Source: an optimization exercise on an open RTL-to-GDS flow (aim: small area and a short achievable clock period). Production flows keep margins and buffers that such runs may drop. Function was checked by simulation only, so behaviour that the tests miss may differ from the original. Power is estimated from default activity; no workload was simulated.

==> flow/design.v (outline; a module is shown in full before it is edited, if it fits) <==
// module divider: 3429 lines
module divider
(
    input              clk,
    input              reset,
    input  [31:0]      A,
    input  [31:0]      B,
    input              start,
    input  [7:0]       Physical_address_in,
    input  [31:0]      PC_in,
    input              divider_op_in,
    output             divide_zero_exception,
    output [31:0]      Result,
    output [7:0]       Physical_address_out,
    output [31:0]      PC_out,
    output             done
);
  // ...
==> flow/run.sh <==
#!/bin/bash
# synth_recipe.tcl (not shown) runs the flow's synth.tcl, then flattens the netlist and writes it again
# the make line also repeats each setting of config.mk as NAME=value (left out here)
make -C /OpenROAD-flow-scripts/flow DESIGN_CONFIG=/design/flow/config.mk WORK_HOME=/design/flow/orfs CLKGATE_MAP_FILE= SYNTH_SCRIPT=/design/flow/synth_recipe.tcl finish
==> flow/config.mk <==
export PLATFORM = sky130hd
export DESIGN_NAME = divider
export DESIGN_NICKNAME = divider
export VERILOG_FILES = /design/flow/design.v
export SDC_FILE = /design/flow/constraint.sdc
export NUM_CORES = 8
export LEC_CHECK = 0
export ABC_AREA = 1
export CAP_MARGIN = 20
export CORE_MARGIN = 2
export CORE_UTILIZATION = 40
export CTS_CLUSTER_SIZE = 24
export GPL_TIMING_DRIVEN = 0
export SLEW_MARGIN = 20
==> flow/constraint.sdc <==
create_clock -name core_clock -period 8.0 [get_ports {clk}]
set_input_delay 1.6000 -clock core_clock [delete_from_list [all_inputs] [get_ports {clk}]]
set_output_delay 1.6000 -clock core_clock [all_outputs]
set_load 0.01 [all_outputs]
==> results by group, run 1 <==
Power
  – Leakage power summed over all cells: 34.3 nW
  – Seq pwr share: 0.318
  – Power drawn by the clock network: 4.35 mW
  – Sequential cell power: 4.82 mW

Setup path
  – Last element of the critical path: Result[5]
  – Buf+Inv Stages, Crit Path: 4
  – CP most frequent cell: sky130_fd_sc_hd__nand2_1
  – Worst-path maximum fanout: 10
  – Crit. End Element: output pin

Timing
  – Final Hold Fails: 0
  – Peak clock frequency supported by timing: about 0.13 GHz

Synth
  – Top-area cell type share of the netlist area: 0.269
  – Main area contributors after synthesis: sky130_fd_sc_hd__dfxtp_1 (27%), sky130_fd_sc_hd__ha_1 (17%), sky130_fd_sc_hd__fa_1 (13%)

Finish
  – Multi-input gates: 5,278
  – Buffers, non-clock: around 540
  – Final core area utilization: 0.483
  – Post-layout instance area: 70,400 µm²
  – Signed area change from the synthesized netlist to the final layout: 19.8%
  – Commonest non-fill, non-tap cell in the layout: sky130_fd_sc_hd__nand2_1
  – Clock buffer count in the final layout: 110

CTS
  – TritonCTS clock tree: built
  – Worst skew pair latency: 0.73 ns
  – TritonCTS Sinks: 790
  – Clock transition at the registers of the reported paths: 0.06 ns

Placed design
  – Pre-CTS setup slack: -2.33 ns

Global routing
  – Global-route layer with the greatest usage: met2
  – Antenna violations before repair: 25

Route
  – Number of detailed-routing iterations run before antenna repair: 5
  – Post-Route M1 WL: 82,000 µm

Run status
  – Outcome: finished clean
Testbench counts, summed over its fixed seeds: latency 120,000, ops 24,000.
==> inputs of run 2 (changes only) <==
--- a/flow/config.mk
+++ b/flow/config.mk
@@ -9,6 +9,7 @@
 export CAP_MARGIN = 20
 export CORE_MARGIN = 2
 export CORE_UTILIZATION = 40
-export CTS_CLUSTER_SIZE = 24
+export CTS_CLUSTER_DIAMETER = 60
+export CTS_CLUSTER_SIZE = 20
 export GPL_TIMING_DRIVEN = 0
 export SLEW_MARGIN = 20
==> run 2 against run 1 <==
Net effect: still clean; sequential cell count unchanged; synthesized area did not move; via count shrank 0.31%; register-to-register slack got worse by 0.02 ns; sequential share of layout area increased by 0.15 points; first-iteration DRC count increased by 3.3%; worst setup slack improved by 0.019 ns; sequential power about the same; maximum frequency increased by 0.25%; clock power down 11%; synthesized cell count is the same.
==> results by group, run 2 <==
Floorplanning
  – Die Outline Area: 150,000 µm² (unchanged)
  – Starting density of the core: 0.403 (unchanged)
  – Core box area: 146,000 µm² (unchanged)
  – Die outline width: 387 µm (unchanged)
  – I/O pins: 182 (unchanged)
  – Height of the die: 387 µm (unchanged)
  – Number of placement rows: 140 (unchanged)

Finish
  – Post-layout instance area: 70,000 µm² (was 70,400 µm²)
  – Commonest non-fill, non-tap cell in the layout: sky130_fd_sc_hd__nand2_1 (unchanged)
  – Net count reported at finish: 8,904 (was 8,905)
  – Signed area change from the synthesized netlist to the final layout: 19.1% (was 19.8%)
  – Fillcell total: 14,002 (was 13,968)
  – Fraction of layout instances using a drive strength above 1: 0.141 (was 0.142)
  – Commonest cells after routing, fill and taps aside: sky130_fd_sc_hd__nand2_1 (1,446), sky130_fd_sc_hd__inv_1 (805), sky130_fd_sc_hd__ha_1 (775), sky130_fd_sc_hd__dfxtp_1 (707), sky130_fd_sc_hd__nand3_1 (559) (was sky130_fd_sc_hd__nand2_1 (1,450), sky130_fd_sc_hd__inv_1 (806), sky130_fd_sc_hd__ha_1 (773), sky130_fd_sc_hd__dfxtp_1 (711), sky130_fd_sc_hd__nand3_1 (559))
  – Post-layout instance count excluding filler cells: 9,558 (was 9,582)

Timing
  – Transition at the pin with the smallest max-transition slack: 1.06 ns (was 1.15 ns)
  – Worst hold slack: 0.296 ns (was 0.250 ns)
  – Count of final max-slew check failures: 0 (unchanged)
  – Min setup slack post-route: 0.284 ns (was 0.264 ns)
  – Final Skew: 0.0491 ns (was 0.0778 ns)
  – Total setup violations reported at the end of the flow: 0 (unchanged)
  – Final period utilization: 0.965 (was 0.967)
  – Relative slew slack: 0.289 (was 0.233)
  – Peak clock frequency supported by timing: 0.130 GHz (was 0.129 GHz)
  – Total negative slack for setup checks: 0 ns (unchanged)
  – Minimum clock period: 7.72 ns (was 7.74 ns)
  – Final Hold Fails: 0 (unchanged)

Synth
  – Netlist Area Pre-Place: 58,800 µm² (unchanged)
  – Post-synthesis sequential area ratio: 0.269 (unchanged)
  – Count of state elements after synthesis: 790 (unchanged)
  – Cell type with the largest total area after synthesis: sky130_fd_sc_hd__dfxtp_1 (unchanged)
  – Top-area cell type share of the netlist area: 0.269 (unchanged)
  – Most used standard cells in the synthesized netlist: sky130_fd_sc_hd__nand2_1 (1,540), sky130_fd_sc_hd__inv_1 (875), sky130_fd_sc_hd__ha_1 (816), sky130_fd_sc_hd__dfxtp_1 (790), sky130_fd_sc_hd__nand3_1 (572) (unchanged)
  – Most frequently used cell type in the post-synthesis netlist: sky130_fd_sc_hd__nand2_1 (unchanged)
  – Syn nets: 8,404 (unchanged)
  – Synth Flop Type: sky130_fd_sc_hd__dfxtp_1 (unchanged)
  – Distinct cells, synth: 65 (unchanged)
  – Post-Synthesis Cells: 7,087 (unchanged)
  – Mean post-synth cell area: 8.30 µm² (unchanged)
  – Number of warnings issued by yosys: 1 (unchanged)
  – Proportion of synthesized flip-flops having asynchronous set or reset: 0 (unchanged)
  – EDFF count, synth: 0 (unchanged)
  – Main area contributors after synthesis: sky130_fd_sc_hd__dfxtp_1 (27%), sky130_fd_sc_hd__ha_1 (17%), sky130_fd_sc_hd__fa_1 (13%) (unchanged)

Power
  – Leakage power summed over all cells: 34.1 nW (was 34.3 nW)
  – Worst-case vdd ir drop: 0.000180 V (was 0.000163 V)
  – Net switching component of the power: 5.93 mW (was 5.90 mW)
  – Sw frac: 0.405 (was 0.390)
  – Clock network fraction of total power: 0.264 (was 0.287)
  – Comb power frac: 0.408 (was 0.394)
  – Seq pwr share: 0.328 (was 0.318)
  – Power per cell area: 209 nW/µm² (was 215 nW/µm²)
  – Internal power: 8.73 mW (was 9.23 mW)

Route
  – Initial drt markers: 4,022 (was 3,893)
  – DRC viols: 0 (unchanged)
  – Wirelength per Cell: 20.8 µm (was 20.9 µm)
  – Number of detailed-routing iterations run before antenna repair: 7 (was 5)
  – Detailed Route WL: 199,000 µm (was 200,000 µm)
  – Vias/cell: 5.29 (about the same)
  – Vias after detailed routing: 50,522 (was 50,680)
  – Count of antenna-violating nets left after detailed routing: 0 (unchanged)

Worst hold path
  – Source of the worst hold timing path: pc3[10] (was x2[3])
  – Class of the tightest hold or removal check: flop to flop (unchanged)
  – Cell depth of the worst hold path: 0 (unchanged)
  – Hold EP: pc4[10] (was x3[3])

Placed design
  – Detailed Place HPWL: 162,000 µm (unchanged)
  – # placed instances: 9,186 (unchanged)
  – Final Wtd Congestion: 0.986 (unchanged)
  – Count of input and output buffers: 181 (unchanged)
  – Pre-CTS setup slack: -2.33 ns (unchanged)
  – Placed instance area: 63,000 µm² (unchanged)

Setup path
  – Family of cells with the greatest summed delay on the critical path: compound AO/OA/AOI/OAI gates (was simple AND/OR/NAND/NOR gates)
  – Buf+Inv Stages, Crit Path: 7 (was 4)
  – Delay of the slowest critical-path stage: 0.61 ns (was 0.85 ns)
  – Type of origin of the critical path: flop (unchanged)
  – CP most frequent cell: sky130_fd_sc_hd__nand2_1 (unchanged)
  – Class of the most critical setup path: flop to flop (was flop to output pin)
  – Standard cell with the maximum stage delay on the critical path: sky130_fd_sc_hd__dfxtp_1 (was sky130_fd_sc_hd__nor2_1)
  – Worst R2R Setup Slack: 0.28 ns (was 0.30 ns)
  – Arrival time at the worst endpoint: 8.32 ns (was 6.14 ns)
  – Crit path required time: 8.60 ns (was 6.40 ns)
  – Crit. End Element: flop (was output pin)
  – Reg2reg path depth: 44 (was 49)
  – R2r startpoint: d3[18] (was d2[2])
  – Capture point of the worst reg-to-reg path: x4[30] (was x3[15])
  – Worst-path maximum fanout: 10 (unchanged)

Global routing
  – Global-route usage over all layers: 0.259 (about the same)
  – Maximum number of pins on one net before global-route repair: 21 (was 17)
  – Antenna violations before repair: 25 (unchanged)
  – Number of global-route vias before repair: 49,617 (was 49,663)
  – Sum of overflow across all layers after global routing: 0 (unchanged)
  – Global-route wire length before repair: 296,000 µm (was 297,000 µm)

Run status
  – Outcome: finished clean (unchanged)

CTS
  – TritonCTS clock tree: built (unchanged)
  – Clock Tree Root: sky130_fd_sc_hd__clkbuf_16 (unchanged)
  – CTS H-tree depth: 3 (unchanged)
  – Clock transition at the registers of the reported paths: 0.08 ns (was 0.06 ns)
  – Maximum count of clock buffers along a single path: 3 (unchanged)
  – Worst skew pair latency: 0.70 ns (was 0.73 ns)
  – TritonCTS Sinks: 790 (unchanged)
  – Num CTS Buffers: 79 (was 89)

Run
  – Maximum capacitance violations: 0 (unchanged)
[run 2: layout make-up]
class	instances	area, µm²	area share
clock buffer	83	2010	0.0287
tap	1917	2400	0.0343
sequential	790	16000	0.229
buffer	127	1000	0.0143
multi-input combinational	5279	40700	0.581
timing repair buffer	420	3630	0.0519
clock inverter	49	661	0.00944
antenna	3	7.51	0.000107
inverter	890	3550	0.0508
[run 2: cell families after synthesis]
group / synth area share
compound gates: 0.0981
xor+xnor: 0.0545
fa+ha+maj: 0.307
buf+inv: 0.0672
flops: 0.269
simple gates: 0.204
[run 2: worst register-to-register path: cells and delay by family, from the launching register on]
kind | cells | cell delay [ns]
compound gates | 13 | 2.24
simple gates | 20 | 2.11
fa+ha+maj | 4 | 1.50
buf+inv | 7 | 1.16
flops | 1 | 0.61
[run 2: timing repair]
item | CTS | global route
cloned | 0 | 1
pin swaps | 26 | 60
endpoints found under the setup margin | 100 | 100
hold endpoints to repair | 0 | 0
hold buffers | 0 | 0
gates resized for setup | 378 | 384
buffers inserted | 100 | 138
[run 2: power groups by stage]
stage	combinational, mW	sequential, mW	clock [mW]
global placement	5.30	4.89	0
CTS	5.67	4.81	3.96
detailed placement	5.45	4.90	0
finish	5.99	4.81	3.86
floorplan	3.85	4.62	0
global route	6.71	4.84	4.10
[run 2: metal layers]
layer / wire [µm] / vias up / track usage / part of all wire
met5: 102 / - / 0 / 0.00051
met4: 12700 / 18 / 0.142 / 0.064
met3: 14900 / 498 / 0.0518 / 0.075
met2: 89800 / 1624 / 0.420 / 0.45
met1: 81700 / 24080 / 0.321 / 0.41
li1: - / 24302 / - / -
[run 2: worst max-delay path by stage]
stage	from	endpoint	slack (ns)	cells past startpoint
6_report	d3[18]	x4[30]	0.28	44
5_1_grt	d4[5]	x5[25]	-0.10	58
4_1_cts	d4[2]	x5[25]	0.0005	59
3_5_place_dp	e3[0]	x4[13]	-2.33	54
3_3_place_gp	e3[0]	x4[13]	-2.26	54
2_1_floorplan	e3[0]	x4[30]	0.70	53
[run 2: per-stage QoR]
stage	total power [mW]	utilization
6_report	14.7	0.480
5_1_grt	15.7	0.480
4_1_cts	14.4	0.464
3_5_place_dp	10.3	0.432
3_3_place_gp	10.2	0.432
2_1_floorplan	8.47	-
==> inputs of run 3 (changes only) <==
--- a/flow/config.mk
+++ b/flow/config.mk
@@ -12,4 +12,5 @@
 export CTS_CLUSTER_DIAMETER = 60
 export CTS_CLUSTER_SIZE = 20
 export GPL_TIMING_DRIVEN = 0
+export SETUP_SLACK_MARGIN = 0.4
 export SLEW_MARGIN = 20
==> run 3 against run 2 <==
Net effect: clock-buffer cell count is the same; non-clock buffer count up 135; cell count grew 1.4%; highest routed layer unchanged; sequential cell count did not move; synthesized cell count stayed put; worst hold slack gained 0.00092 ns; clock skew decreased by 0.00074 ns.
==> results by group, run 3 <==
Run status
  – Outcome: finished clean (unchanged)

Setup path
  – Buf+Inv Stages, Crit Path: 9 (was 7)
  – Crit path required time: 8.55 ns (was 8.60 ns)
  – Family of cells with the greatest summed delay on the critical path: simple AND/OR/NAND/NOR gates (was compound AO/OA/AOI/OAI gates)
  – Capture point of the worst reg-to-reg path: x4[30] (unchanged)
  – Class of the most critical setup path: flop to flop (unchanged)
  – Delay of the slowest critical-path stage: 0.51 ns (was 0.61 ns)
  – Type of origin of the critical path: flop (unchanged)
  – Worst-path maximum fanout: 10 (unchanged)
  – Worst R2R Setup Slack: 0.56 ns (was 0.28 ns)
  – Crit. End Element: flop (unchanged)
  – CP most frequent cell: sky130_fd_sc_hd__nand2_2 (was sky130_fd_sc_hd__nand2_1)
  – R2r startpoint: d3[3] (was d3[18])
  – Standard cell with the maximum stage delay on the critical path: sky130_fd_sc_hd__fa_2 (was sky130_fd_sc_hd__dfxtp_1)
  – Arrival time at the worst endpoint: 7.99 ns (was 8.32 ns)
  – Reg2reg path depth: 48 (was 44)

Global routing
  – Met1 GRT Util: 0.321 (about the same)
  – Number of global-route vias before repair: 50,257 (was 49,617)
  – Global-route usage over all layers: 0.262 (was 0.259)
  – Sum of overflow across all layers after global routing: 0 (unchanged)
  – Maximum number of pins on one net before global-route repair: 21 (unchanged)
  – Global-route track usage on met3: 0.0572 (was 0.0518)
  – Antenna violations before repair: 17 (was 25)
  – Met2 demand-to-capacity share in global routing: 0.423 (was 0.420)
  – Global-route wire length before repair: 300,000 µm (was 296,000 µm)
  – Global-route layer with the greatest usage: met2 (unchanged)

Power
  – Leakage power summed over all cells: 35.0 nW (was 34.1 nW)
  – Seq pwr share: 0.321 (was 0.328)
  – Power per cell area: 205 nW/µm² (was 209 nW/µm²)
  – Net switching component of the power: 6.07 mW (was 5.93 mW)
  – Comb power frac: 0.422 (was 0.408)
  – Sw frac: 0.405 (about the same)
  – Worst-case vdd ir drop: 0.000181 V (was 0.000180 V)
  – Total power of the final layout: 15.0 mW (was 14.7 mW)
  – Internal power: 8.93 mW (was 8.73 mW)
  – Clock network fraction of total power: 0.258 (was 0.264)

Route
  – Vias after detailed routing: 51,293 (was 50,522)
  – Count of antenna-violating nets left after detailed routing: 0 (unchanged)
  – Vias/cell: 5.29 (about the same)
  – Wirelength per Cell: 21.0 µm (was 20.8 µm)
  – Detailed Route WL: 204,000 µm (was 199,000 µm)
  – DRC viols: 0 (unchanged)
  – Number of detailed-routing iterations run before antenna repair: 8 (was 7)
  – Initial drt markers: 3,844 (was 4,022)

Floorplanning
  – Die outline width: 387 µm (unchanged)
  – Starting density of the core: 0.403 (unchanged)
  – Number of placement rows: 140 (unchanged)
  – Height of the die: 387 µm (unchanged)
  – Core box area: 146,000 µm² (unchanged)
  – Die Outline Area: 150,000 µm² (unchanged)
  – I/O pins: 182 (unchanged)

Placed design
  – Pre-CTS setup slack: -2.33 ns (unchanged)
  – Count of input and output buffers: 181 (unchanged)
  – Final Wtd Congestion: 0.986 (unchanged)
  – Detailed Place HPWL: 162,000 µm (unchanged)
  – # placed instances: 9,186 (unchanged)

Finish
  – Signed area change from the synthesized netlist to the final layout: 24.1% (was 19.1%)
  – Fraction of layout instances using a drive strength above 1: 0.190 (was 0.141)
  – Commonest non-fill, non-tap cell in the layout: sky130_fd_sc_hd__nand2_1 (unchanged)
  – Post-layout instance count excluding filler cells: 9,693 (was 9,558)
  – Fillcell total: 13,666 (was 14,002)
  – Commonest cells after routing, fill and taps aside: sky130_fd_sc_hd__nand2_1 (1,375), sky130_fd_sc_hd__inv_1 (777), sky130_fd_sc_hd__ha_1 (722), sky130_fd_sc_hd__dfxtp_1 (693), sky130_fd_sc_hd__nand3_1 (535) (was sky130_fd_sc_hd__nand2_1 (1,446), sky130_fd_sc_hd__inv_1 (805), sky130_fd_sc_hd__ha_1 (775), sky130_fd_sc_hd__dfxtp_1 (707), sky130_fd_sc_hd__nand3_1 (559))
  – Net count reported at finish: 9,038 (was 8,904)
  – Final core area utilization: 0.501 (was 0.480)

Synth
  – Synth Flop Type: sky130_fd_sc_hd__dfxtp_1 (unchanged)
  – Post-Synthesis Cells: 7,087 (unchanged)
  – Number of warnings issued by yosys: 1 (unchanged)
  – Syn nets: 8,404 (unchanged)
  – Post-synthesis sequential area ratio: 0.269 (unchanged)
  – Most frequently used cell type in the post-synthesis netlist: sky130_fd_sc_hd__nand2_1 (unchanged)
  – Netlist Area Pre-Place: 58,800 µm² (unchanged)
  – EDFF count, synth: 0 (unchanged)
  – Mean post-synth cell area: 8.30 µm² (unchanged)
  – Most used standard cells in the synthesized netlist: sky130_fd_sc_hd__nand2_1 (1,540), sky130_fd_sc_hd__inv_1 (875), sky130_fd_sc_hd__ha_1 (816), sky130_fd_sc_hd__dfxtp_1 (790), sky130_fd_sc_hd__nand3_1 (572) (unchanged)
  – Top-area cell type share of the netlist area: 0.269 (unchanged)
  – Count of state elements after synthesis: 790 (unchanged)
  – Cell type with the largest total area after synthesis: sky130_fd_sc_hd__dfxtp_1 (unchanged)
  – Main area contributors after synthesis: sky130_fd_sc_hd__dfxtp_1 (27%), sky130_fd_sc_hd__ha_1 (17%), sky130_fd_sc_hd__fa_1 (13%) (unchanged)
  – Distinct cells, synth: 65 (unchanged)
  – Proportion of synthesized flip-flops having asynchronous set or reset: 0 (unchanged)

Timing
  – Total setup violations reported at the end of the flow: 0 (unchanged)
  – Relative slew slack: 0.255 (was 0.289)
  – Final period utilization: 0.930 (was 0.965)
  – RSZ-0062 raised after global routing: yes
  – Final Skew: 0.0483 ns (was 0.0491 ns)
  – Worst hold slack: 0.296 ns (about the same)
  – Transition at the pin with the smallest max-transition slack: 1.11 ns (was 1.06 ns)
  – Min setup slack post-route: 0.556 ns (was 0.284 ns)
  – Final Hold Fails: 0 (unchanged)
  – Count of final max-slew check failures: 0 (unchanged)
  – Peak clock frequency supported by timing: 0.134 GHz (was 0.130 GHz)
  – Minimum clock period: 7.44 ns (was 7.72 ns)

CTS
  – TritonCTS clock tree: built (unchanged)
  – Clock Tree Root: sky130_fd_sc_hd__clkbuf_16 (unchanged)
  – Worst skew pair latency: 0.70 ns (about the same)
  – TritonCTS Sinks: 790 (unchanged)
  – Maximum count of clock buffers along a single path: 3 (unchanged)
  – CTS H-tree depth: 3 (unchanged)
  – Num CTS Buffers: 79 (unchanged)
  – Clock transition at the registers of the reported paths: 0.08 ns (about the same)

Worst hold path
  – Source of the worst hold timing path: x2[2] (was pc3[10])
  – Hold EP: x3[2] (was pc4[10])
  – Cell depth of the worst hold path: 0 (unchanged)
  – Class of the tightest hold or removal check: flop to flop (unchanged)

Run
  – Maximum capacitance violations: 0 (unchanged)
-- run 3: cell counts after synthesis --
No cell type changed its count.
-- run 3: power groups by stage --
stage | Clock (mW) | Sequential (mW) | Combinational (mW)
after floorplan | 0 | 4.62 | 3.85
after global placement | 0 | 4.89 | 5.30
after detailed placement | 0 | 4.90 | 5.45
after CTS | 3.96 | 4.80 | 5.79
after global routing | 4.11 | 4.84 | 7.04
final | 3.86 | 4.81 | 6.32
-- run 3: worst max-delay path by stage --
stage	start	endpoint	cells past startpoint
after floorplan	e3[0]	x4[30]	53
after global placement	e3[0]	x4[13]	54
after detailed placement	e3[0]	x4[13]	54
after CTS	d2[2]	x3[15]	49
after global routing	d3[2]	x4[30]	52
final	d3[3]	x4[30]	48
-- run 3: what timing repair did --
action / CTS / global route
pin swaps: 62 / 175
setup buffers: 170 / 200
endpoints found under the hold margin: 0 / 0
hold buffers: 0 / 0
endpoints found under the setup margin: 100 / 104
resized for setup: 588 / 618
gates cloned: 0 / 1
-- run 3: layer usage --
layer  share of wire  up-vias
li1                -    24594
met5         0.00034        -
met1            0.41    24479
met4           0.069       12
met2            0.45     1670
met3           0.074      538
-- run 3: area by class of cell --
type	instances	area [µm²]	share of cell area
flip-flops and latches	790	16100	0.220
multi-input cells	5278	42300	0.579
repair buffers	553	4710	0.0645
inverters	890	3600	0.0493
plain buffers	129	1220	0.0167
clock inverters	49	661	0.00906
diodes	4	10.0	0.000137
well taps	1917	2400	0.0329
clock buffers	83	2010	0.0276
-- run 3: cell families after synthesis --
group | share of synthesized area
compound gates | 0.0981
xor+xnor | 0.0545
fa+ha+maj | 0.307
buf+inv | 0.0672
flops | 0.269
simple gates | 0.204
-- run 3: per-stage QoR --
stage / area [µm²] / TNS (ns)
floorplan: 58800 / 0
global placement: 63000 / -138.34
detailed placement: 63000 / -146.35
CTS: 68900 / 0
global route: 72900 / 0
finish: 73000 / 0
==> inputs of run 4 (changes only) <==
--- a/flow/config.mk
+++ b/flow/config.mk
@@ -12,5 +12,5 @@
 export CTS_CLUSTER_DIAMETER = 60
 export CTS_CLUSTER_SIZE = 20
 export GPL_TIMING_DRIVEN = 0
-export SETUP_SLACK_MARGIN = 0.4
+export SETUP_SLACK_MARGIN = 0.8
 export SLEW_MARGIN = 20
==> run 4 against run 3 <==
Net effect: synthesized cell count stayed put; sequential cell count unchanged; register-to-register slack lost 0.02 ns; first-iteration DRC count down 2.5%; critical path depth rose by 5; combinational power grew 1%; sequential share of layout area down 0.30 points; worst hold slack better by 0.016 ns; die area stayed put; global-route usage up 1.0 points; synthesized area did not move; via count grew 0.44%; critical path type unchanged; largest cell class unchanged.
==> results by group, run 4 <==
Timing
  – Transition at the pin with the smallest max-transition slack: 1.33 ns (was 1.11 ns)
  – Final Skew: 0.0524 ns (was 0.0483 ns)
  – Final period utilization: 0.933 (was 0.930)
  – Final Hold Fails: 0 (unchanged)
  – Count of final max-slew check failures: 0 (unchanged)
  – RSZ-0062 raised after global routing: yes (unchanged)
  – Total setup violations reported at the end of the flow: 0 (unchanged)
  – Peak clock frequency supported by timing: 0.134 GHz (about the same)
  – Relative slew slack: 0.107 (was 0.255)
  – Minimum clock period: 7.46 ns (was 7.44 ns)
  – Min setup slack post-route: 0.540 ns (was 0.556 ns)

Setup path
  – Crit. End Element: flop (unchanged)
  – Standard cell with the maximum stage delay on the critical path: sky130_fd_sc_hd__fa_2 (unchanged)
  – Critical path depth in cells: 53 (was 48)
  – Worst-path maximum fanout: 7 (was 10)
  – Delay of the slowest critical-path stage: 0.54 ns (was 0.51 ns)
  – Last element of the critical path: x4[16] (was x4[30])
  – Reg2reg path depth: 53 (was 48)
  – Buf+Inv Stages, Crit Path: 20 (was 9)
  – Capture point of the worst reg-to-reg path: x4[16] (was x4[30])
  – Worst R2R Setup Slack: 0.54 ns (was 0.56 ns)
  – Crit path required time: 8.58 ns (was 8.55 ns)
  – Arrival time at the worst endpoint: 8.04 ns (was 7.99 ns)
  – R2r startpoint: d3[3] (unchanged)
  – Type of origin of the critical path: flop (unchanged)
  – Family of cells with the greatest summed delay on the critical path: buffers and inverters (was simple AND/OR/NAND/NOR gates)
  – Start point of the critical path: d3[3] (unchanged)
  – Class of the most critical setup path: flop to flop (unchanged)

Global routing
  – Maximum number of pins on one net before global-route repair: 21 (unchanged)
  – Global-route usage over all layers: 0.272 (was 0.262)
  – Number of global-route vias before repair: 51,066 (was 50,257)
  – Global-route wire length before repair: 310,000 µm (was 300,000 µm)
  – Sum of overflow across all layers after global routing: 0 (unchanged)
  – Antenna violations before repair: 26 (was 17)

Synth
  – EDFF count, synth: 0 (unchanged)
  – Top-area cell type share of the netlist area: 0.269 (unchanged)
  – Number of warnings issued by yosys: 1 (unchanged)
  – Cell type with the largest total area after synthesis: sky130_fd_sc_hd__dfxtp_1 (unchanged)
  – Distinct cells, synth: 65 (unchanged)
  – Netlist Area Pre-Place: 58,800 µm² (unchanged)
  – Mean post-synth cell area: 8.30 µm² (unchanged)
  – Most used standard cells in the synthesized netlist: sky130_fd_sc_hd__nand2_1 (1,540), sky130_fd_sc_hd__inv_1 (875), sky130_fd_sc_hd__ha_1 (816), sky130_fd_sc_hd__dfxtp_1 (790), sky130_fd_sc_hd__nand3_1 (572) (unchanged)
  – Post-Synthesis Cells: 7,087 (unchanged)
  – Count of state elements after synthesis: 790 (unchanged)
  – Most frequently used cell type in the post-synthesis netlist: sky130_fd_sc_hd__nand2_1 (unchanged)
  – Proportion of synthesized flip-flops having asynchronous set or reset: 0 (unchanged)
  – Syn nets: 8,404 (unchanged)
  – Synth Flop Type: sky130_fd_sc_hd__dfxtp_1 (unchanged)
  – Main area contributors after synthesis: sky130_fd_sc_hd__dfxtp_1 (27%), sky130_fd_sc_hd__ha_1 (17%), sky130_fd_sc_hd__fa_1 (13%) (unchanged)
  – Post-synthesis sequential area ratio: 0.269 (unchanged)

CTS
  – Clock transition at the registers of the reported paths: 0.08 ns (about the same)
  – TritonCTS clock tree: built (unchanged)
  – Total of hold buffers inserted after clock tree synthesis: 0 (unchanged)
  – Maximum count of clock buffers along a single path: 3 (unchanged)
  – CTS H-tree depth: 3 (unchanged)
  – Worst skew pair latency: 0.74 ns (was 0.70 ns)
  – Clock Tree Root: sky130_fd_sc_hd__clkbuf_16 (unchanged)
  – Num CTS Buffers: 80 (was 79)
  – TritonCTS Sinks: 790 (unchanged)

Finish
  – Net count reported at finish: 9,061 (was 9,038)
  – Signed area change from the synthesized netlist to the final layout: 25.8% (was 24.1%)
  – Commonest non-fill, non-tap cell in the layout: sky130_fd_sc_hd__nand2_1 (unchanged)
  – Multi-input combinational cell area: 42,600 µm² (was 42,300 µm²)
  – Commonest cells after routing, fill and taps aside: sky130_fd_sc_hd__nand2_1 (1,358), sky130_fd_sc_hd__inv_1 (770), sky130_fd_sc_hd__ha_1 (713), sky130_fd_sc_hd__dfxtp_1 (692), sky130_fd_sc_hd__nand3_1 (521) (was sky130_fd_sc_hd__nand2_1 (1,375), sky130_fd_sc_hd__inv_1 (777), sky130_fd_sc_hd__ha_1 (722), sky130_fd_sc_hd__dfxtp_1 (693), sky130_fd_sc_hd__nand3_1 (535))
  – Total area of sequential cells: 16,100 µm² (about the same)
  – Fraction of layout instances using a drive strength above 1: 0.200 (was 0.190)
  – Final core area utilization: 0.508 (was 0.501)
  – Fillcell total: 13,652 (was 13,666)

Run status
  – Outcome: finished clean (unchanged)

Worst hold path
  – Class of the tightest hold or removal check: flop to flop (unchanged)

Run
  – Maximum capacitance violations: 0 (unchanged)

Route
  – Number of detailed-routing iterations run before antenna repair: 6 (was 8)
  – Initial drt markers: 3,746 (was 3,844)
  – Vias/cell: 5.30 (was 5.29)
  – Detailed Route WL: 210,000 µm (was 204,000 µm)
  – Vias after detailed routing: 51,517 (was 51,293)
  – DRC viols: 0 (unchanged)
  – Wirelength per Cell: 21.7 µm (was 21.0 µm)
  – Count of antenna-violating nets left after detailed routing: 0 (unchanged)

Floorplanning
  – Number of placement rows: 140 (unchanged)
  – I/O pins: 182 (unchanged)
  – Height of the die: 387 µm (unchanged)
  – Core box area: 146,000 µm² (unchanged)
  – Starting density of the core: 0.403 (unchanged)
  – Die outline width: 387 µm (unchanged)
  – Die Outline Area: 150,000 µm² (unchanged)

Placed design
  – Count of input and output buffers: 181 (unchanged)
  – Detailed Place HPWL: 166,000 µm (was 162,000 µm)
  – Final Wtd Congestion: 0.965 (was 0.986)
  – Pre-CTS setup slack: -2.40 ns (was -2.33 ns)

Power
  – Leakage power summed over all cells: 35.4 nW (was 35.0 nW)
  – Power per cell area: 205 nW/µm² (about the same)
  – Worst-case vdd ir drop: 0.000161 V (was 0.000181 V)
  – Total power of the final layout: 15.1 mW (was 15.0 mW)
==> run 4: cell types whose count changed in the layout (fill, tap and decap cells not counted), moves of 8 or more <==
cell                      delta
sky130_fd_sc_hd__nand2_1    -17
sky130_fd_sc_hd__nand3_1    -14
sky130_fd_sc_hd__nand3_2    +14
sky130_fd_sc_hd__buf_6      +13
sky130_fd_sc_hd__nand2_2    +10
sky130_fd_sc_hd__o21ai_0    -10
sky130_fd_sc_hd__a21oi_1     +9
sky130_fd_sc_hd__ha_1        -9
sky130_fd_sc_hd__ha_4        +9
sky130_fd_sc_hd__buf_8       +8
sky130_fd_sc_hd__o21ai_2     +8
==> run 4: cell type report <==
| cell class | count | area share |
|---|---|---|
| Clock buffer | 91 | 0.0283 |
| Tap cell | 1917 | 0.0324 |
| Timing Repair Buffer | 575 | 0.0696 |
| Antenna cell | 5 | 0.000169 |
| Buffer | 129 | 0.0174 |
| Multi-Input combinational cell | 5278 | 0.576 |
| Clock inverter | 43 | 0.00969 |
| Sequential cell | 790 | 0.217 |
| Inverter | 890 | 0.0492 |
==> run 4: cells by family (layout without fill, tap and decap cells) <==
group / after synthesis / in the layout / share of synthesized area
fa+ha+maj: 1209 / 1209 / 0.307
flops: 790 / 790 / 0.269
xor+xnor: 366 / 366 / 0.0545
buf+inv: 1019 / 1728 / 0.0672
simple gates: 2766 / 2766 / 0.204
compound gates: 937 / 937 / 0.0981
other cells: 0 / 5 / 0
==> run 4: how the worst min path moves through the flow <==
stage	start	endpoint	slack, ns	cells past startpoint
global placement	pa2[7]	pa3[7]	0.31	0
floorplan	op1	op2	0.31	0
CTS	pc2[21]	pc3[21]	0.30	0
detailed placement	x3[6]	x4[6]	0.31	0
finish	q2[11]	q3[17]	0.31	0
global route	q2[11]	q3[17]	0.31	0
==> run 4: where the power goes <==
| part | total [mW] | internal (mW) | leakage, nW | switching, mW |
|---|---|---|---|---|
| Combinational | 6.40 | 2.69 | 27.4 | 3.71 |
| Sequential | 4.82 | 4.30 | 6.65 | 0.525 |
| Clock | 3.93 | 2.05 | 1.33 | 1.88 |
==> run 4: stage by stage <==
stage               TNS [ns]  hold slack [ns]  std cells  area [µm²]
floorplan                  0            0.310       7087       58800
global placement     -145.60            0.310       9185       63000
detailed placement   -150.99            0.312       9186       63000
CTS                        0            0.304       9593       70700
global route               0            0.308       9713       74000
finish                     0            0.312       9718       74000
==> run 4: timing repair <==
action / CTS / global route
gates cloned: 8 / 3
setup endpoints to repair: 107 / 125
resized for setup: 771 / 576
pin swaps: 127 / 193
hold endpoints to repair: 0 / 0
setup buffers: 265 / 117
==> run 4: worst reg2reg max path: cells and delay by family (launching register included) <==
family,cells,cell delay [ns]
DFF,1,0.44
AOI/OAI and AO/OA,8,1.00
adders and majority gates,4,1.33
and+or+nand+nor,21,2.12
buffers and inverters,20,2.45
==> run 4: routing by layer <==
layer | part of all wire | routed length [µm] | track usage
met1 | 0.41 | 86100 | 0.337
met5 | 0.00059 | 125 | 0
met4 | 0.062 | 13000 | 0.143
met3 | 0.069 | 14400 | 0.0496
met2 | 0.46 | 96800 | 0.449
==> inputs of run 5 (changes only) <==
--- a/flow/config.mk
+++ b/flow/config.mk
@@ -9,8 +9,5 @@
 export CAP_MARGIN = 20
 export CORE_MARGIN = 2
 export CORE_UTILIZATION = 40
-export CTS_CLUSTER_DIAMETER = 60
-export CTS_CLUSTER_SIZE = 20
 export GPL_TIMING_DRIVEN = 0
-export SETUP_SLACK_MARGIN = 0.8
 export SLEW_MARGIN = 20
==> run 5 against run 4 <==
Net effect: register-to-register slack got worse by 0.24 ns; clock skew increased by 0.025 ns; clock-buffer cell count increased by 19; largest cell class unchanged; combinational power decreased by 6.9%; routed wire length decreased by 4.9%.
==> results by group, run 5 <==
Setup path
  – Arrival time at the worst endpoint: 6.14 ns (was 8.04 ns)
  – Delay of the slowest critical-path stage: 0.85 ns (was 0.54 ns)
  – Crit. End Element: output pin (was flop)
  – Class of the most critical setup path: flop to output pin (was flop to flop)
  – Standard cell with the maximum stage delay on the critical path: sky130_fd_sc_hd__nor2_1 (was sky130_fd_sc_hd__fa_2)
  – Start point of the critical path: x5[0] (was d3[3])
  – Sequence of cells on the critical path: inv_1 > ha_1 > fa_1 > inv_1 > nand3_1 > nand2_1 > nand4_1 > nand2_1 > nand2_1 > nand2_1 > nand2_1 > nand2_1 > nand3_1 > o21ai_2 > nand3_2 > nand2_2 > buf_2 > nand2_1 > nand2_1 > nand2_1 > o21ai_0 > a21oi_1 > nor2_1 > clkdlybuf4s50_1
  – Worst R2R Setup Slack: 0.30 ns (was 0.54 ns)
  – Crit path required time: 6.40 ns (was 8.58 ns)
  – CP most frequent cell: sky130_fd_sc_hd__nand2_1
  – Type of origin of the critical path: flop (unchanged)
  – R2r startpoint: d2[2] (was d3[3])
  – Worst-path maximum fanout: 10 (was 7)

Synth
  – Combinational family with the most area after synthesis: adder cells (unchanged)
  – Count of state elements after synthesis: 790 (unchanged)
  – Netlist Area Pre-Place: 58,800 µm² (unchanged)
  – Xor/xnor cell area share of the yosys netlist: 0.0545 (unchanged)
  – Most frequently used cell type in the post-synthesis netlist: sky130_fd_sc_hd__nand2_1 (unchanged)
  – Proportion of synthesized flip-flops having asynchronous set or reset: 0 (unchanged)
  – Synth Flop Type: sky130_fd_sc_hd__dfxtp_1 (unchanged)
  – Number of warnings issued by yosys: 1 (unchanged)
  – Post-synthesis sequential area ratio: 0.269 (unchanged)
  – Syn nets: 8,404 (unchanged)
  – Main area contributors after synthesis: sky130_fd_sc_hd__dfxtp_1 (27%), sky130_fd_sc_hd__ha_1 (17%), sky130_fd_sc_hd__fa_1 (13%) (unchanged)
  – Compound-cell area share of the yosys netlist: 0.0981 (unchanged)
  – Mean post-synth cell area: 8.30 µm² (unchanged)
  – Distinct cells, synth: 65 (unchanged)
  – Post-Synthesis Cells: 7,087 (unchanged)
  – Multiplexer share of the synthesized area: 0 (unchanged)
  – Top-area cell type share of the netlist area: 0.269 (unchanged)
  – Adder-Cell Fraction of Synth Area: 0.307 (unchanged)
  – EDFF count, synth: 0 (unchanged)
  – Most used standard cells in the synthesized netlist: sky130_fd_sc_hd__nand2_1 (1,540), sky130_fd_sc_hd__inv_1 (875), sky130_fd_sc_hd__ha_1 (816), sky130_fd_sc_hd__dfxtp_1 (790), sky130_fd_sc_hd__nand3_1 (572) (unchanged)
  – Cell type with the largest total area after synthesis: sky130_fd_sc_hd__dfxtp_1 (unchanged)
  – Simple-gate area share of the yosys netlist: 0.204 (unchanged)

Timing
  – Total negative slack for setup checks: 0 ns (unchanged)
  – RSZ-0062 raised after global routing: yes (unchanged)
  – Final Hold Fails: 0 (unchanged)
  – Peak clock frequency supported by timing: 0.129 GHz (was 0.134 GHz)
  – Relative slew slack: 0.233 (was 0.107)
  – Transition at the pin with the smallest max-transition slack: 1.15 ns (was 1.33 ns)
  – Minimum clock period: 7.74 ns (was 7.46 ns)
  – Count of final max-slew check failures: 0 (unchanged)
  – Final Skew: 0.0778 ns (was 0.0524 ns)
  – Total setup violations reported at the end of the flow: 0 (unchanged)
  – Final period utilization: 0.967 (was 0.933)

Global routing
  – Number of global-route vias before repair: 49,663 (was 51,066)
  – Antenna violations before repair: 25 (was 26)
  – Global-route wire length before repair: 297,000 µm (was 310,000 µm)
  – Sum of overflow across all layers after global routing: 0 (unchanged)
  – Global-route usage over all layers: 0.259 (was 0.272)
  – Maximum number of pins on one net before global-route repair: 17 (was 21)

Placed design
  – Detailed Place HPWL: 162,000 µm (was 166,000 µm)
  – Count of input and output buffers: 181 (unchanged)
  – Final Wtd Congestion: 0.986 (was 0.965)

CTS
  – CTS H-tree depth: 3 (unchanged)
  – Num CTS Buffers: 89 (was 80)
  – Worst skew pair latency: 0.73 ns (was 0.74 ns)
  – TritonCTS Sinks: 790 (unchanged)
  – TritonCTS clock tree: built (unchanged)
  – Maximum count of clock buffers along a single path: 3 (unchanged)
  – Total of hold buffers inserted after clock tree synthesis: 0 (unchanged)
  – Clock Tree Root: sky130_fd_sc_hd__clkbuf_16 (unchanged)
  – Clock transition at the registers of the reported paths: 0.06 ns (was 0.08 ns)

Power
  – Leakage power summed over all cells: 34.3 nW (was 35.4 nW)
  – Clock network fraction of total power: 0.287 (was 0.259)
  – Comb power frac: 0.394 (was 0.422)
  – Worst-case vdd ir drop: 0.000163 V (was 0.000161 V)
  – Sw frac: 0.390 (was 0.404)
  – Net switching component of the power: 5.90 mW (was 6.11 mW)
  – Total power of the final layout: 15.1 mW (about the same)
  – Internal power: 9.23 mW (was 9.03 mW)
  – Seq pwr share: 0.318 (about the same)
  – Power per cell area: 215 nW/µm² (was 205 nW/µm²)

Route
  – DRC viols: 0 (unchanged)
  – Detailed Route WL: 200,000 µm (was 210,000 µm)
  – Number of detailed-routing iterations run before antenna repair: 5 (was 6)
  – Vias/cell: 5.29 (was 5.30)
  – Wirelength per Cell: 20.9 µm (was 21.7 µm)
  – Vias after detailed routing: 50,680 (was 51,517)
  – Initial drt markers: 3,893 (was 3,746)
  – Count of antenna-violating nets left after detailed routing: 0 (unchanged)

Finish
  – Net count reported at finish: 8,905 (was 9,061)
  – Commonest non-fill, non-tap cell in the layout: sky130_fd_sc_hd__nand2_1 (unchanged)
  – Commonest cells after routing, fill and taps aside: sky130_fd_sc_hd__nand2_1 (1,450), sky130_fd_sc_hd__inv_1 (806), sky130_fd_sc_hd__ha_1 (773), sky130_fd_sc_hd__dfxtp_1 (711), sky130_fd_sc_hd__nand3_1 (559) (was sky130_fd_sc_hd__nand2_1 (1,358), sky130_fd_sc_hd__inv_1 (770), sky130_fd_sc_hd__ha_1 (713), sky130_fd_sc_hd__dfxtp_1 (692), sky130_fd_sc_hd__nand3_1 (521))
  – Fillcell total: 13,968 (was 13,652)
  – Final core area utilization: 0.483 (was 0.508)
  – Signed area change from the synthesized netlist to the final layout: 19.8% (was 25.8%)
  – Fraction of layout instances using a drive strength above 1: 0.142 (was 0.200)

Worst hold path
  – Source of the worst hold timing path: x2[3] (was q2[11])
  – Class of the tightest hold or removal check: flop to flop (unchanged)

Run
  – Maximum capacitance violations: 0 (unchanged)

Run status
  – Outcome: finished clean (unchanged)

Floorplanning
  – Starting density of the core: 0.403 (unchanged)
  – Height of the die: 387 µm (unchanged)
  – Number of placement rows: 140 (unchanged)
  – Die outline width: 387 µm (unchanged)
  – I/O pins: 182 (unchanged)
  – Die Outline Area: 150,000 µm² (unchanged)
  – Core box area: 146,000 µm² (unchanged)
[run 5: cell types whose count changed in the layout (fill, tap and decap cells not counted), sizes merged]
cell / delta
inv: +4
diode: -2
bufinv: +8
clkdlybuf4s50: +4
clkbuf: +32
dlymetal6s2s: -2
buf: -180
[run 5: worst paths after layout]
check               to  cells past startpoint
max          Result[5]                     24
min              x3[3]                      0
max reg2reg     x3[15]                     49
min reg2reg      x3[3]                      0
[run 5: area by class of cell]
type | count | area [µm²] | share of cell area
timing repair buffer | 411 | 3560 | 0.0505
antenna | 3 | 7.51 | 0.000107
buffer | 128 | 1010 | 0.0143
multi-input combinational | 5278 | 40700 | 0.578
inverter | 890 | 3560 | 0.0505
sequential | 790 | 16000 | 0.228
clock buffer | 110 | 2420 | 0.0343
clock inverter | 55 | 748 | 0.0106
tap | 1917 | 2400 | 0.0341
[run 5: power by group through the flow]
stage	sequential (mW)	clock (mW)	combinational (mW)
finish	4.82	4.35	5.96
global route	4.85	4.60	6.69
CTS	4.81	4.45	5.67
detailed placement	4.90	0	5.45
global placement	4.89	0	5.30
floorplan	4.62	0	3.85
[run 5: what timing repair did]
item	in CTS	in global routing
gates resized for setup	370	383
pin swaps	29	63
buffers inserted	106	123
endpoints found under the setup margin	100	100
[run 5: logic make-up (layout without fill, tap and decap cells)]
group	Yosys count	count (layout)
AND/OR/NAND/NOR	2766	2766
adder cells (fa/ha/maj)	1209	1209
buffers and inverters	1019	1594
AO/OA/AOI/OAI	937	937
flip-flops	790	790
XOR/XNOR	366	366
other	0	3
[run 5: critical path: cells and delay by family, from the launching register on]
family	cells	cell delay, ns
buffers and inverters	4	1.25
flip-flops	1	0.48
AO/OA/AOI/OAI	3	0.51
adder cells (fa/ha/maj)	2	0.62
AND/OR/NAND/NOR	15	2.51
[run 5: per-layer routing]
layer	GRT usage	part of all wire	vias to the layer above
met5	0	0.00064	-
met4	0.143	0.062	18
met3	0.0524	0.075	504
met2	0.421	0.45	1710
met1	0.322	0.41	24121
li1	-	-	24327
[run 5: stage by stage]
step,cells,hold slack (ns),setup slack [ns],area [µm²]
global route,9579,0.254,-0.128,70400
detailed placement,9186,0.312,-2.33,63000
finish,9582,0.250,0.264,70400
CTS,9457,0.239,0.00474,68100
floorplan,7087,0.310,0.703,58800
global placement,9185,0.310,-2.26,63000
==> inputs of run 6 (changes only) <==
--- a/flow/config.mk
+++ b/flow/config.mk
@@ -9,5 +9,7 @@
 export CAP_MARGIN = 20
 export CORE_MARGIN = 2
 export CORE_UTILIZATION = 40
+export CTS_CLUSTER_DIAMETER = 100
+export CTS_CLUSTER_SIZE = 28
 export GPL_TIMING_DRIVEN = 0
 export SLEW_MARGIN = 20
==> run 6 against run 5 <==
Net effect: still clean; synthesized cell count did not move; worst hold slack improved by 0.067 ns; utilization fell by 0.90 points; register-to-register slack got worse by 0.02 ns; sequential cell count did not move; clock skew fell by 0.0045 ns.
==> results by group, run 6 <==
Synth
  – Syn nets: 8,404 (unchanged)
  – Simple-gate area share of the yosys netlist: 0.204 (unchanged)
  – Main area contributors after synthesis: sky130_fd_sc_hd__dfxtp_1 (27%), sky130_fd_sc_hd__ha_1 (17%), sky130_fd_sc_hd__fa_1 (13%) (unchanged)
  – Count of state elements after synthesis: 790 (unchanged)
  – Synth Flop Type: sky130_fd_sc_hd__dfxtp_1 (unchanged)
  – Distinct cells, synth: 65 (unchanged)
  – Cell type with the largest total area after synthesis: sky130_fd_sc_hd__dfxtp_1 (unchanged)
  – Post-Synthesis Cells: 7,087 (unchanged)
  – Xor/xnor cell area share of the yosys netlist: 0.0545 (unchanged)
  – Netlist Area Pre-Place: 58,800 µm² (unchanged)
  – EDFF count, synth: 0 (unchanged)
  – Mean post-synth cell area: 8.30 µm² (unchanged)
  – Multiplexer share of the synthesized area: 0 (unchanged)
  – Most frequently used cell type in the post-synthesis netlist: sky130_fd_sc_hd__nand2_1 (unchanged)
  – Post-synthesis sequential area ratio: 0.269 (unchanged)
  – Adder-Cell Fraction of Synth Area: 0.307 (unchanged)
  – Compound-cell area share of the yosys netlist: 0.0981 (unchanged)
  – Top-area cell type share of the netlist area: 0.269 (unchanged)
  – Proportion of synthesized flip-flops having asynchronous set or reset: 0 (unchanged)
  – Number of warnings issued by yosys: 1 (unchanged)
  – Combinational family with the most area after synthesis: adder cells (unchanged)
  – Most used standard cells in the synthesized netlist: sky130_fd_sc_hd__nand2_1 (1,540), sky130_fd_sc_hd__inv_1 (875), sky130_fd_sc_hd__ha_1 (816), sky130_fd_sc_hd__dfxtp_1 (790), sky130_fd_sc_hd__nand3_1 (572) (unchanged)

Timing
  – Count of final max-slew check failures: 0 (unchanged)
  – Minimum clock period: 7.73 ns (was 7.74 ns)
  – Final Skew: 0.0733 ns (was 0.0778 ns)
  – Peak clock frequency supported by timing: 0.129 GHz (about the same)
  – Final period utilization: 0.966 (was 0.967)
  – Transition at the pin with the smallest max-transition slack: 1.15 ns (about the same)
  – Worst hold slack: 0.316 ns (was 0.250 ns)
  – Relative slew slack: 0.232 (was 0.233)
  – RSZ-0062 raised after global routing: yes (unchanged)
  – Final Hold Fails: 0 (unchanged)
  – Total setup violations reported at the end of the flow: 0 (unchanged)

CTS
  – Total of hold buffers inserted after clock tree synthesis: 0 (unchanged)
  – TritonCTS clock tree: built (unchanged)
  – TritonCTS Sinks: 790 (unchanged)
  – Clock transition at the registers of the reported paths: 0.11 ns (was 0.06 ns)
  – Clock Tree Root: sky130_fd_sc_hd__clkbuf_16 (unchanged)
  – Worst skew pair latency: 0.73 ns (about the same)
  – Maximum count of clock buffers along a single path: 3 (unchanged)
  – Num CTS Buffers: 47 (was 89)
  – CTS H-tree depth: 2 (was 3)

Finish
  – Post-layout instance count excluding filler cells: 9,510 (was 9,582)
  – Signed area change from the synthesized netlist to the final layout: 17.5% (was 19.8%)
  – Commonest non-fill, non-tap cell in the layout: sky130_fd_sc_hd__nand2_1 (unchanged)
  – Fraction of layout instances using a drive strength above 1: 0.135 (was 0.142)
  – Net count reported at finish: 8,883 (was 8,905)
  – Commonest cells after routing, fill and taps aside: sky130_fd_sc_hd__nand2_1 (1,454), sky130_fd_sc_hd__inv_1 (804), sky130_fd_sc_hd__ha_1 (775), sky130_fd_sc_hd__dfxtp_1 (708), sky130_fd_sc_hd__nand3_1 (560) (was sky130_fd_sc_hd__nand2_1 (1,450), sky130_fd_sc_hd__inv_1 (806), sky130_fd_sc_hd__ha_1 (773), sky130_fd_sc_hd__dfxtp_1 (711), sky130_fd_sc_hd__nand3_1 (559))

Power
  – Power per cell area: 197 nW/µm² (was 215 nW/µm²)
  – Worst-case vdd ir drop: 0.000154 V (was 0.000163 V)
  – Total power of the final layout: 13.6 mW (was 15.1 mW)
  – Leakage power summed over all cells: 33.6 nW (was 34.3 nW)

Route
  – Vias after detailed routing: 50,324 (was 50,680)
  – DRC viols: 0 (unchanged)
  – Number of detailed-routing iterations run before antenna repair: 6 (was 5)
  – Initial drt markers: 3,902 (was 3,893)
  – Detailed Route WL: 199,000 µm (was 200,000 µm)
  – Vias/cell: 5.29 (about the same)
  – Wirelength per Cell: 20.9 µm (about the same)
  – Count of antenna-violating nets left after detailed routing: 0 (unchanged)

Global routing
  – Antenna violations before repair: 21 (was 25)
  – Global-route layer with the greatest usage: met2 (unchanged)
  – Sum of overflow across all layers after global routing: 0 (unchanged)
  – Met2 demand-to-capacity share in global routing: 0.417 (was 0.421)
  – Met1 GRT Util: 0.323 (was 0.322)
  – Maximum number of pins on one net before global-route repair: 29 (was 17)
  – Global-route wire length before repair: 295,000 µm (was 297,000 µm)
  – Global-route track usage on met3: 0.0479 (was 0.0524)
  – Number of global-route vias before repair: 49,302 (was 49,663)
  – Global-route usage over all layers: 0.258 (was 0.259)

Floorplanning
  – I/O pins: 182 (unchanged)
  – Number of placement rows: 140 (unchanged)
  – Die outline width: 387 µm (unchanged)
  – Die Outline Area: 150,000 µm² (unchanged)
  – Height of the die: 387 µm (unchanged)
  – Core box area: 146,000 µm² (unchanged)
  – Starting density of the core: 0.403 (unchanged)

Worst hold path
  – Class of the tightest hold or removal check: flop to flop (unchanged)
  – Source of the worst hold timing path: x1[2] (was x2[3])
  – Hold EP: x2[2] (was x3[3])
  – Cell depth of the worst hold path: 0 (unchanged)

Setup path
  – CP most frequent cell: sky130_fd_sc_hd__nand2_1 (unchanged)
  – Reg2reg path depth: 47 (was 49)
  – Capture point of the worst reg-to-reg path: x5[24] (was x3[15])
  – Crit. End Element: output pin (unchanged)
  – R2r startpoint: e4[3] (was d2[2])
  – Crit path required time: 6.40 ns (about the same)
  – Worst R2R Setup Slack: 0.28 ns (was 0.30 ns)
  – Delay of the slowest critical-path stage: 0.88 ns (was 0.85 ns)
  – Buf+Inv Stages, Crit Path: 4 (unchanged)
  – Family of cells with the greatest summed delay on the critical path: simple AND/OR/NAND/NOR gates (unchanged)
  – Arrival time at the worst endpoint: 6.13 ns (was 6.14 ns)
  – Type of origin of the critical path: flop (unchanged)
  – Standard cell with the maximum stage delay on the critical path: sky130_fd_sc_hd__nor2_1 (unchanged)
  – Sequence of cells on the critical path: inv_1 > ha_1 > fa_1 > inv_1 > nand3_1 > nand2_1 > nand4_1 > nand2_1 > nand2_1 > nand2_1 > nand2_1 > nand2_1 > nand3_1 > o21ai_2 > nand3_2 > nand2_2 > buf_2 > nand2_1 > nand2_1 > nand2_1 > o21ai_0 > a21oi_1 > nor2_1 > clkdlybuf4s50_1 (unchanged)
  – Worst-path maximum fanout: 10 (unchanged)
  – Class of the most critical setup path: flop to output pin (unchanged)

Placed design
  – Final Wtd Congestion: 0.986 (unchanged)
  – # placed instances: 9,186 (unchanged)
  – Count of input and output buffers: 181 (unchanged)
  – Detailed Place HPWL: 162,000 µm (unchanged)

Run
  – Maximum capacitance violations: 0 (unchanged)

Run status
  – Outcome: finished clean (unchanged)
-- run 6: how the worst max path moves through the flow --
stage / start / end / depth (start not counted)
after floorplan: e3[0] / x4[30] / 53
final: x5[0] / Result[5] / 24
after global placement: e3[0] / x4[13] / 54
after detailed placement: e3[0] / x4[13] / 54
after global routing: x4[6] / x5[25] / 61
after CTS: d2[2] / x3[21] / 48
-- run 6: area by class of cell --
type	instances	area [µm²]
Inverter	890	3560
Timing Repair Buffer	430	3730
Clock inverter	24	474
Antenna cell	3	7.51
Tap cell	1917	2400
Clock buffer	49	1180
Fill cell	14085	76600
Multi-Input combinational cell	5278	40700
Sequential cell	790	16000
Buffer	129	995
-- run 6: metrics by stage --
step	utilization	TNS, ns	cell area, µm²	worst slack (ns)
floorplan	-	0	58800	0.703
global placement	0.432	-138.34	63000	-2.26
detailed placement	0.432	-146.35	63000	-2.33
CTS	0.457	0	66700	0.00369
global route	0.474	-1.39	69100	-0.113
finish	0.474	0	69100	0.269
-- run 6: report_power, final --
group | leakage (nW) | internal, mW | switching [mW]
Clock | 0.778 | 1.18 | 1.63
Combinational | 26.2 | 2.45 | 3.55
Sequential | 6.64 | 4.29 | 0.511
Total | 33.6 | 7.93 | 5.68
-- run 6: routing by layer --
metal | up-vias | part of all wire
li1 | 24223 | -
met1 | 23998 | 0.41
met2 | 1610 | 0.45
met3 | 477 | 0.073
met4 | 16 | 0.062
met5 | - | 0.00050
-- run 6: repair_timing --
action,4_1_cts,5_1_grt
pin swaps,27,72
endpoints found under the hold margin,0,0
cloned,0,0
buffers inserted,106,142
endpoints found under the setup margin,100,100
gates resized for setup,377,378
-- run 6: cells by family (layout without fill, tap and decap cells) --
logic type | count (synthesis) | after routing
and+or+nand+nor | 2766 | 2766
DFF | 790 | 790
other | 0 | 3
buffers and inverters | 1019 | 1522
AOI/OAI and AO/OA | 937 | 937
adders and majority gates | 1209 | 1209
xor gates and xnor gates | 366 | 366
==> inputs of run 7 (changes only) <==
--- a/flow/config.mk
+++ b/flow/config.mk
@@ -9,7 +9,7 @@
 export CAP_MARGIN = 20
 export CORE_MARGIN = 2
 export CORE_UTILIZATION = 40
-export CTS_CLUSTER_DIAMETER = 100
-export CTS_CLUSTER_SIZE = 28
+export CTS_CLUSTER_DIAMETER = 80
+export CTS_CLUSTER_SIZE = 32
 export GPL_TIMING_DRIVEN = 0
 export SLEW_MARGIN = 20
==> run 7 against run 6 <==
Net effect: cell area increased by 0.55%; via count decreased by 0.18%; synthesized cell count unchanged; clock-buffer cell count increased by 9; routed wire length decreased by 0.32%; die area unchanged; worst setup slack got worse by 0.039 ns; critical endpoint is now Result[7]; largest cell class unchanged; largest power group unchanged.
==> results by group, run 7 <==
Run status
  – Outcome: finished clean (unchanged)

Power
  – Leakage power summed over all cells: 33.8 nW (was 33.6 nW)
  – Total power of the final layout: 14.0 mW (was 13.6 mW)
  – Worst-case vdd ir drop: 0.000206 V (was 0.000154 V)
  – Power per cell area: 202 nW/µm² (was 197 nW/µm²)
  – Sw frac: 0.415 (was 0.418)
  – Clock network fraction of total power: 0.231 (was 0.206)
  – Internal power: 8.20 mW (was 7.93 mW)
  – Seq pwr share: 0.343 (was 0.353)
  – Net switching component of the power: 5.82 mW (was 5.68 mW)
  – Comb power frac: 0.426 (was 0.441)

Timing
  – Min setup slack post-route: 0.231 ns (was 0.269 ns)
  – Final Skew: 0.0430 ns (was 0.0733 ns)
  – Final Hold Fails: 0 (unchanged)
  – Final period utilization: 0.971 (was 0.966)
  – Total setup violations reported at the end of the flow: 0 (unchanged)
  – Relative slew slack: 0.271 (was 0.232)
  – Worst hold slack: 0.311 ns (was 0.316 ns)
  – Count of final max-slew check failures: 0 (unchanged)
  – Minimum clock period: 7.77 ns (was 7.73 ns)
  – Peak clock frequency supported by timing: 0.129 GHz (about the same)
  – Transition at the pin with the smallest max-transition slack: 1.09 ns (was 1.15 ns)
  – Total negative slack for setup checks: 0 ns (unchanged)

Setup path
  – Arrival time at the worst endpoint: 6.17 ns (was 6.13 ns)
  – Delay of the slowest critical-path stage: 0.84 ns (was 0.88 ns)
  – CP most frequent cell: sky130_fd_sc_hd__nand2_1 (unchanged)
  – Crit. End Element: output pin (unchanged)
  – Class of the most critical setup path: flop to output pin (unchanged)
  – Buf+Inv Stages, Crit Path: 4 (unchanged)
  – Worst-path maximum fanout: 10 (unchanged)
  – Standard cell with the maximum stage delay on the critical path: sky130_fd_sc_hd__nor2_1 (unchanged)
  – Type of origin of the critical path: flop (unchanged)
  – Sequence of cells on the critical path: inv_1 > ha_1 > fa_1 > inv_1 > nand3_1 > nand2_1 > nand4_1 > nand2_1 > nand2_1 > nand2_1 > nand2_1 > nand2_1 > nand3_1 > o21ai_2 > nand3_2 > nand2_2 > buf_2 > nand2_1 > nand2_1 > nand2_1 > o21ai_0 > a21oi_1 > nor2_1 > clkdlybuf4s50_1 (unchanged)
  – Family of cells with the greatest summed delay on the critical path: simple AND/OR/NAND/NOR gates (unchanged)
  – Crit path required time: 6.40 ns (about the same)

Route
  – Number of detailed-routing iterations run before antenna repair: 6 (unchanged)
  – Detailed Route WL: 198,000 µm (was 199,000 µm)
  – Initial drt markers: 3,699 (was 3,902)
  – Vias after detailed routing: 50,235 (was 50,324)
  – Wirelength per Cell: 20.8 µm (was 20.9 µm)
  – Count of antenna-violating nets left after detailed routing: 0 (unchanged)
  – DRC viols: 0 (unchanged)
  – Vias/cell: 5.28 (was 5.29)

Floorplanning
  – Core box area: 146,000 µm² (unchanged)
  – I/O pins: 182 (unchanged)
  – Die Outline Area: 150,000 µm² (unchanged)
  – Die outline width: 387 µm (unchanged)
  – Starting density of the core: 0.403 (unchanged)
  – Number of placement rows: 140 (unchanged)
  – Height of the die: 387 µm (unchanged)

CTS
  – CTS H-tree depth: 2 (unchanged)
  – Maximum count of clock buffers along a single path: 3 (unchanged)
  – Clock Tree Root: sky130_fd_sc_hd__clkbuf_16 (unchanged)
  – TritonCTS Sinks: 790 (unchanged)
  – Clock transition at the registers of the reported paths: 0.11 ns (about the same)
  – Num CTS Buffers: 54 (was 47)
  – Worst skew pair latency: 0.71 ns (was 0.73 ns)
  – TritonCTS clock tree: built (unchanged)
  – Total of hold buffers inserted after clock tree synthesis: 0 (unchanged)

Placed design
  – Placed instance area: 63,000 µm² (unchanged)
  – Count of input and output buffers: 181 (unchanged)
  – # placed instances: 9,186 (unchanged)
  – Pre-CTS setup slack: -2.33 ns (unchanged)
  – Final Wtd Congestion: 0.986 (unchanged)
  – Detailed Place HPWL: 162,000 µm (unchanged)

Run
  – Maximum capacitance violations: 0 (unchanged)

Synth
  – Proportion of synthesized flip-flops having asynchronous set or reset: 0 (unchanged)
  – Distinct cells, synth: 65 (unchanged)
  – Multiplexer share of the synthesized area: 0 (unchanged)
  – Combinational family with the most area after synthesis: adder cells (unchanged)
  – Top-area cell type share of the netlist area: 0.269 (unchanged)
  – Post-synthesis sequential area ratio: 0.269 (unchanged)
  – Simple-gate area share of the yosys netlist: 0.204 (unchanged)
  – Post-Synthesis Cells: 7,087 (unchanged)
  – Netlist Area Pre-Place: 58,800 µm² (unchanged)
  – Synth Flop Type: sky130_fd_sc_hd__dfxtp_1 (unchanged)
  – Compound-cell area share of the yosys netlist: 0.0981 (unchanged)
  – Adder-Cell Fraction of Synth Area: 0.307 (unchanged)
  – Most used standard cells in the synthesized netlist: sky130_fd_sc_hd__nand2_1 (1,540), sky130_fd_sc_hd__inv_1 (875), sky130_fd_sc_hd__ha_1 (816), sky130_fd_sc_hd__dfxtp_1 (790), sky130_fd_sc_hd__nand3_1 (572) (unchanged)
  – Count of state elements after synthesis: 790 (unchanged)
  – Mean post-synth cell area: 8.30 µm² (unchanged)
  – Number of warnings issued by yosys: 1 (unchanged)
  – Cell type with the largest total area after synthesis: sky130_fd_sc_hd__dfxtp_1 (unchanged)
  – Syn nets: 8,404 (unchanged)
  – Main area contributors after synthesis: sky130_fd_sc_hd__dfxtp_1 (27%), sky130_fd_sc_hd__ha_1 (17%), sky130_fd_sc_hd__fa_1 (13%) (unchanged)
  – Xor/xnor cell area share of the yosys netlist: 0.0545 (unchanged)
  – EDFF count, synth: 0 (unchanged)
  – Most frequently used cell type in the post-synthesis netlist: sky130_fd_sc_hd__nand2_1 (unchanged)

Finish
  – Commonest cells after routing, fill and taps aside: sky130_fd_sc_hd__nand2_1 (1,450), sky130_fd_sc_hd__inv_1 (805), sky130_fd_sc_hd__ha_1 (772), sky130_fd_sc_hd__dfxtp_1 (706), sky130_fd_sc_hd__nand3_1 (560) (was sky130_fd_sc_hd__nand2_1 (1,454), sky130_fd_sc_hd__inv_1 (804), sky130_fd_sc_hd__ha_1 (775), sky130_fd_sc_hd__dfxtp_1 (708), sky130_fd_sc_hd__nand3_1 (560))
  – Post-layout instance count excluding filler cells: 9,516 (was 9,510)
  – Signed area change from the synthesized netlist to the final layout: 18.2% (was 17.5%)
  – Net count reported at finish: 8,873 (was 8,883)
  – Final core area utilization: 0.477 (was 0.474)
  – Commonest non-fill, non-tap cell in the layout: sky130_fd_sc_hd__nand2_1 (unchanged)
  – Post-layout instance area: 69,500 µm² (was 69,100 µm²)
  – Fraction of layout instances using a drive strength above 1: 0.137 (was 0.135)

Worst hold path
  – Class of the tightest hold or removal check: flop to flop (unchanged)

Global routing
  – Number of global-route vias before repair: 49,377 (was 49,302)
  – Antenna violations before repair: 23 (was 21)
  – Maximum number of pins on one net before global-route repair: 33 (was 29)
  – Sum of overflow across all layers after global routing: 0 (unchanged)
  – Global-route usage over all layers: 0.257 (was 0.258)
  – Global-route wire length before repair: 295,000 µm (about the same)
run 7: what timing repair did:
| item | 4_1_cts | 5_1_grt |
|---|---|---|
| pin swaps | 26 | 65 |
| gates cloned | 0 | 0 |
| resized for setup | 371 | 410 |
| setup buffers | 102 | 130 |
| hold endpoints to repair | 0 | 0 |
| endpoints found under the setup margin | 100 | 100 |
run 7: layer usage:
| metal | vias up | wire, µm | GRT usage |
|---|---|---|---|
| met2 | 1643 | 89200 | 0.416 |
| met1 | 23890 | 81300 | 0.320 |
| li1 | 24203 | - | - |
| met5 | - | 103 | 0 |
| met3 | 481 | 15100 | 0.0528 |
| met4 | 18 | 12500 | 0.140 |
run 7: kinds of logic after synthesis:
kind of cell,Yosys count
flip-flops,790
adder cells (fa/ha/maj),1209
AO/OA/AOI/OAI,937
AND/OR/NAND/NOR,2766
buffers and inverters,1019
XOR/XNOR,366
run 7: power groups by stage:
stage	Combinational, mW	Sequential (mW)	Clock (mW)
5_1_grt	6.70	4.85	3.49
6_report	5.97	4.81	3.24
2_1_floorplan	3.85	4.62	0
3_3_place_gp	5.30	4.89	0
4_1_cts	5.66	4.80	3.34
3_5_place_dp	5.45	4.90	0
run 7: path summary, 6_finish.rpt:
check	from	endpoint	slack (ns)	depth (start not counted)
worst max register to register	e4[3]	x5[25]	0.28	55
worst max-delay path	x5[0]	Result[7]	0.23	24
worst min-delay path	q1[1]	q2[7]	0.31	0
worst min register to register	q1[1]	q2[7]	0.31	0
run 7: cell type report:
cell class / count / area (µm²)
fill: 14032 / 76300
multi-input combinational: 5278 / 40700
sequential: 790 / 16000
timing repair buffer: 414 / 3590
inverter: 890 / 3560
tap: 1917 / 2400
clock buffer: 58 / 1390
buffer: 128 / 996
clock inverter: 39 / 771
antenna: 2 / 5.00

## static timing again, ports no longer ideal
Ports are ideal in the flow. The routed layouts listed here were re-timed in OpenROAD.
Step 1 sets driving cells, clkbuf_16 on the clock port and buf_2 on the other inputs (assumed; they add their load-dependent delay and slew).
Step 2 moves the port delays by t, midway between the first and last clock arrival at a register: inputs arrive t later, outputs are due t later. That takes back most of the time a late clock gives input paths.
Slacks: ideal ports / drivers / drivers and shift; pairs: ideal ports / drivers.
run | t, ns | slack for setup (ns) | hold WS [ns] | clock arrival spread, ns
run 1 | 0.777 | 0.264 / 0.182 / -0.103 | 0.250 / 0.250 / 0.250 | 0.083 / 0.082
run 2 | 0.762 | 0.284 / 0.271 / -0.101 | 0.296 / 0.296 / 0.296 | 0.059 / 0.059
run 3 | 0.762 | 0.556 / 0.556 / 0.100 | 0.296 / 0.296 / 0.296 | 0.056 / 0.055
run 4 | 0.784 | 0.540 / 0.540 / -0.035 | 0.312 / 0.312 / 0.312 | 0.072 / 0.072
run 5 | 0.777 | 0.264 / 0.182 / -0.103 | 0.250 / 0.250 / 0.250 | 0.083 / 0.082
run 6 | 0.777 | 0.269 / 0.190 / -0.120 | 0.316 / 0.316 / 0.316 | 0.076 / 0.076
run 7 | 0.766 | 0.231 / 0.153 / -0.114 | 0.311 / 0.311 / 0.311 | 0.044 / 0.044
Met with ideal ports but missed after step 2: setup timing in 6 of these runs. The setup slack of run 4, which loses most, moves by 0.000 ns with the drivers and by -0.575 ns with both steps.
